Background: an optimization exercise with open tools, aiming at small area and a short achievable clock period. Do not read the settings as production practice.
No functional check of the RTL was part of any run shown here.

==> flow/design.v (outline; a module is shown in full before it is edited, if it fits) <==
// module DOUBLY_PIPELINE: 1168 lines
// module scale607: 196 lines
// module angtab_a: 16 lines
// module angtab_b: 16 lines
// module fa: 6 lines
// module ha: 6 lines
// module mj: 5 lines
// module xn2: 5 lines
// module or2: 5 lines
// module add16: 5 lines
// module sub16: 5 lines
module DOUBLY_PIPELINE(clk,xi,yi,r,ang,xf,yf);
  // ...
==> flow/flow/run.sh <==
#!/bin/bash
# Standard layout, but buffer the ports with buf_4 instead of the default delay-cell buffer.
export BUFFER_PORTS_ARGS="-buffer_cell sky130_fd_sc_hd__buf_4"
bash standard.sh > standard.log 2>&1
==> flow/standard.sh <==
#!/bin/bash
# synth_recipe.tcl (not shown) runs the flow's synth.tcl, then flattens the netlist and writes it again
# the make line also repeats each setting of config.mk as NAME=value (left out here)
make -C /OpenROAD-flow-scripts/flow DESIGN_CONFIG=/design/flow/config.mk WORK_HOME=/design/flow/orfs CLKGATE_MAP_FILE= SYNTH_SCRIPT=/design/flow/synth_recipe.tcl "${@:-finish}"
==> flow/config.mk <==
export PLATFORM = sky130hd
export DESIGN_NAME = DOUBLY_PIPELINE
export DESIGN_NICKNAME = DOUBLY_PIPELINE
export VERILOG_FILES = /design/flow/design.v
export SDC_FILE = /design/flow/constraint.sdc
export NUM_CORES = 4
export LEC_CHECK = 0
export CAP_MARGIN = 20
export CORE_MARGIN = 2
export CORE_UTILIZATION = 55
export CTS_BUF_LIST = sky130_fd_sc_hd__clkbuf_16 sky130_fd_sc_hd__clkbuf_8
export CTS_CLUSTER_DIAMETER = 80
export CTS_CLUSTER_SIZE = 16
export SLEW_MARGIN = 20
export SYNTH_HIERARCHICAL = 1
export SYNTH_MINIMUM_KEEP_SIZE = 0
==> flow/constraint.sdc <==
create_clock -name core_clock -period 25.0 [get_ports {clk}]
set_input_delay 5.0000 -clock core_clock [delete_from_list [all_inputs] [get_ports {clk}]]
set_output_delay 5.0000 -clock core_clock [all_outputs]
set_load 0.01 [all_outputs]
==> run notes, run 1 <==
worst slew pin tran 0.989 ns; Vias/cell 4.99; drt pass-1 iters 4; FP Rows approximately 90; area post-placement ~36,000 um^2; Final HPWL DP 53,100 um; Worst Reg-to-Reg Cells 16; Yosys warnings 9; worst setup margin between 15 and 20 ns; CTS max path bufs 3; clk slew on worst S/H paths 0.07 ns; Max Cap Viol 0; status no timing/DRC/antenna violations; worst-path fanout max 4; met1 Use GR 0.244; floorplan core area between 60,000 and 70,000 um^2; crit path from yi[0]; Slew headroom 0.340; Min Clock Period, post-route around 6.4 ns; Post-synth ARST share 0; Die W about 260 um; Mapped Cells around 2,600; fmax 156 MHz; commonest non-fill, non-tap cell in the layout fa_1; Post-Syn Area roughly 35,000 um^2; dpl ws 18.04 ns; multi-input combinational area share 0.606; Setup Skew 0.0164 ns; Yosys top cell by area fa_1; Initial Util 0.556; Register-to-Register Setup Slack ~19 ns; critical path endpoint category flop; top-count cell post-synth fa_1; CTS tree yes; Remaining DRCs 0; Non-Filler Instances roughly 3,500
==> run 2, diff against run 1 <==
==> flow/config.mk (replaced) <==
export PLATFORM = sky130hd
export DESIGN_NAME = DOUBLY_PIPELINE
export DESIGN_NICKNAME = DOUBLY_PIPELINE
export VERILOG_FILES = /design/flow/design.v
export SDC_FILE = /design/flow/constraint.sdc
export NUM_CORES = 4
export LEC_CHECK = 0
export CAP_MARGIN = 20
export CORE_MARGIN = 2
export CORE_UTILIZATION = 40
export SLEW_MARGIN = 20
export SYNTH_HIERARCHICAL = 1
export SYNTH_MINIMUM_KEEP_SIZE = 0
==> run 2 against run 1 <==
Still clean. Global-route usage fell by 5.7 points. Synthesized cell count unchanged. Count of clock-buffer cells in the layout increased by 41. Non-clock buffer count shrank 1. Design area is 3.1% higher. Worst hold slack improved by 0.0020 ns. Die area is 37% higher. Core utilization is 15 points lower. Cell count rose by 10%. Flip-flop and latch count unchanged. Via count about the same. Highest routed layer unchanged.
==> run notes, run 2 <==
crit path from x8[15]$_DFF_P_ (was yi[0]); top-count cell post-synth fa_1 (unchanged); dpl ws 18.06 ns (was 18.04 ns); FILL cells 7,801 (was 5,132); Mapped Cells 2,567 (unchanged); Final HPWL DP 52,800 um (was 53,100 um); io pins 97 (unchanged); Die W 300 um (was 256 um); critical path endpoint category flop (unchanged); Post-synth ARST share 0 (unchanged); Yosys top cell area share 0.376 (unchanged); final setup vio count 0 (unchanged); Compound-Gate Fraction of Synth Area 0.0229 (unchanged); commonest non-fill, non-tap cell in the layout fa_1 (unchanged); largest net degree at the start of global routing 22 (unchanged); drt initial violations 540 (was 484); Slew headroom 0.280 (was 0.340); final net count 3,510 (was 3,493); worst slew pin tran 1.08 ns (was 0.989 ns); Initial Util 0.404 (was 0.556); commonest cells after routing, fill and taps aside fa_1 (658), dfxtp_1 (559), xor2_1 (385) (unchanged); unrepaired setup endpoints after global routing no (unchanged); die footprint 90,000 um^2 (was 65,800 um^2); Yosys top cell by area fa_1 (unchanged); CP Launch Type flop (was primary input); Non-Filler Instances 3,835 (was 3,473); Routed Antenna Nets 0 (unchanged); number of flops mapped to enable cells by yosys 0 (unchanged); CTS tree yes (unchanged); Worst Hold Class flop to flop (unchanged); floorplan core area 86,800 um^2 (was 63,100 um^2); Final GP Congestion 0.874 (was 0.935); fmax 157 MHz (was 156 MHz); worst-path fanout max 8 (was 4); final setup TNS 0 ns (unchanged); Final Hold Violating Endpoints 0 (unchanged); Clock Tree Root clkbuf_16 (unchanged); Setup Skew 0.0318 ns (was 0.0164 ns); first-pass GRT wire length 105,000 um (about the same); Post-Syn Area 35,100 um^2 (unchanged); adder-cell share of the synthesized area 0.448 (unchanged); Worst Reg-to-Reg Cells 16 (unchanged); sequential share of the synthesized area 0.319 (unchanged); Via Count 17,337 (was 17,341); worst setup margin 18.63 ns (was 18.60 ns); status no timing/DRC/antenna violations (unchanged); initial antenna violation count 1 (was 0); Worst R2R Start x8[15]$_DFF_P_ (unchanged); Avg Inst Size Synth 13.7 um^2 (unchanged); Unique masters post-synth 63 (unchanged); Yosys warnings 9 (unchanged); fin crit share 0.255 (was 0.256); Remaining Overflow, GRT 0 (unchanged); Wirelength per Cell 16.2 um (was 17.9 um); total track usage 0.144 (was 0.201); CTS max path bufs 3 (unchanged); largest cells by area after synthesis fa_1 (38%), dfxtp_1 (32%), xor2_1 (9.6%) (unchanged); Synth Area in XOR/XNOR 0.130 (unchanged); drt pass-1 iters 4 (unchanged); final WL 62,300 um (was 62,100 um); Req. time, crit path 25.56 ns (was 25.48 ns); FP Rows 108 (was 92); Die Span Y 300 um (was 256 um); Multi-input gate area 22,700 um^2 (unchanged); worst r2r dst xf[13]$_DFF_P_ (unchanged); Post-synth top flop dfxtp_1 (unchanged); Clock Sinks 559 (unchanged); Port Buf Inserts 95 (unchanged); number of CTS-inserted buffers 61 (was 43); signal arrival time at the worst endpoint 6.93 ns (was 6.87 ns); worst setup path endpoint xf[13]$_DFF_P_ (was b1[8]$_DFF_P_); Remaining DRCs 0 (unchanged); Synth-to-Final Area Change 10.1% (was 6.80%); Placed Cells 3,725 (was 3,417); total number of H-tree levels 2 (unchanged); main combinational cell family by area after synthesis adder cells (unchanged); Post-Syn Nets 3,444 (unchanged); cts hold-fix bufs 0 (unchanged); multiplexer share of the synthesized area 0.00203 (unchanged); worst skew pair latency 0.63 ns (was 0.58 ns); Register-to-Register Setup Slack 18.63 ns (was 18.73 ns); Pins Over Slew Limit 0 (unchanged); post-CTS setup buffer count 0 (unchanged); Commonest cells post-synth fa_1 (658), dfxtp_1 (559), xor2_1 (385), ha_1 (186), xnor2_1 (131) (unchanged); clk slew on worst S/H paths 0.06 ns (was 0.07 ns); Synth Register Bits 559 (unchanged); Min Clock Period, post-route 6.37 ns (was 6.40 ns); critical path type flop to flop (was primary input to flop); # resized after CTS 0 (unchanged); Vias/cell 4.52 (was 4.99); Max Cap Viol 0 (unchanged); Post-Synth Simple-Gate Area 0.0443 (unchanged); fraction of layout cells with a size suffix above 1 0.0967 (was 0.0830); fin util 0.445 (was 0.594); number of global-route vias before repair 20,309 (was 20,150); Reg area 11,200 um^2 (unchanged)
run 2: stage by stage:
stage          instance area [um^2]  hold slack [ns]
4_1_cts                       38600            0.326
3_3_place_gp                  36600            0.315
3_5_place_dp                  36600            0.312
6_report                      38600            0.325
2_1_floorplan                 35100            0.310
5_1_grt                       38600            0.327
run 2: worst min path at each step:
| stage | slack (ns) | startpoint | end | cells past startpoint |
|---|---|---|---|---|
| CTS | 0.33 | d7[1]$_DFF_P_ | d8[1]$_DFF_P_ | 0 |
| global route | 0.33 | d7[1]$_DFF_P_ | d8[1]$_DFF_P_ | 0 |
| global placement | 0.31 | d7[1]$_DFF_P_ | d8[1]$_DFF_P_ | 0 |
| finish | 0.33 | d6[1]$_DFF_P_ | d7[1]$_DFF_P_ | 0 |
| detailed placement | 0.31 | d7[1]$_DFF_P_ | d8[1]$_DFF_P_ | 0 |
| floorplan | 0.31 | d4[1]$_DFF_P_ | d5[1]$_DFF_P_ | 0 |
run 2: per-layer routing:
metal  GRT usage  share of wire  vias up
li1            -              -     8248
met4      0.0436          0.026        0
met5           0              0        -
met3      0.0175          0.031      101
met2       0.261           0.52      288
met1       0.180           0.43     8700
run 2: per-module statistics from Yosys (local to each module, per instance), a selection:
module | cells | copies in the design | flip-flops and latches
mj | 1 | 19 | 0
xn2 | 1 | 43 | 0
angtab_a | 28 | 1 | 0
scale607 | 91 | 3 | 0
or2 | 1 | 43 | 0
ha | 1 | 105 | 0
angtab_b | 21 | 1 | 0
run 2: cells by family (layout without fill, tap and decap cells):
group	after synthesis	count (layout)
flops	559	559
other cells	1	2
fa+ha+maj	863	863
simple gates	280	280
compound gates	119	119
xor+xnor	518	518
mux	6	6
buf+inv	221	333
run 2: cell type report:
cell class                 instances  area share
clock buffer                      86      0.0451
inverter                         120      0.0117
tap                             1155      0.0375
clock inverter                    23     0.00726
antenna                            1   0.0000649
multi-input combinational       1787       0.588
sequential                       559       0.290
timing repair buffer             104      0.0202
run 2: critical path, cell delays in order, from the launching register on:
cell and delay, ns:
dfxtp_1 0.65, inv_1 0.36, fa_1 0.54, fa_1 0.57
fa_1 0.46, fa_1 0.48, ha_1 0.20, fa_1 0.39
fa_1 0.42, fa_1 0.40, fa_1 0.48, nand4_1 0.15
nor3_2 0.34, o21bai_2 0.19, o31ai_1 0.30, ha_1 0.22
xor2_1 0.13

-- port drivers added, routing unchanged --
The results above use ideal ports. As a check the final layouts listed here were re-extracted and re-timed, cells and wires unchanged. Step 1 assumes that a clkbuf_16 drives the clock port and a buf_2 every other input. Step 2 times the ports against the registers' clock, not the clock port: input delays grow and output delays shrink by t, the midpoint of the rising clock arrivals with the driver on. Three values: ideal, step 1, step 2; two values: the first two.
| run | t (ns) | setup slack, ns | worst hold slack (ns) | worst setup path at the end | pins driven straight from the clock port |
|---|---|---|---|---|---|
| run 1 | 0.646 | 18.602 / 18.646 / 18.000 | 0.323 / 0.323 / 0.323 | input to register | 1 |
| run 2 | 0.678 | 18.634 / 18.634 / 18.029 | 0.325 / 0.325 / 0.325 | input to register | 1 |
After both steps every run listed still meets setup and hold. For run 2, which loses most, drivers alone change the setup slack by 0.000 ns; drivers and shift together by -0.605 ns.
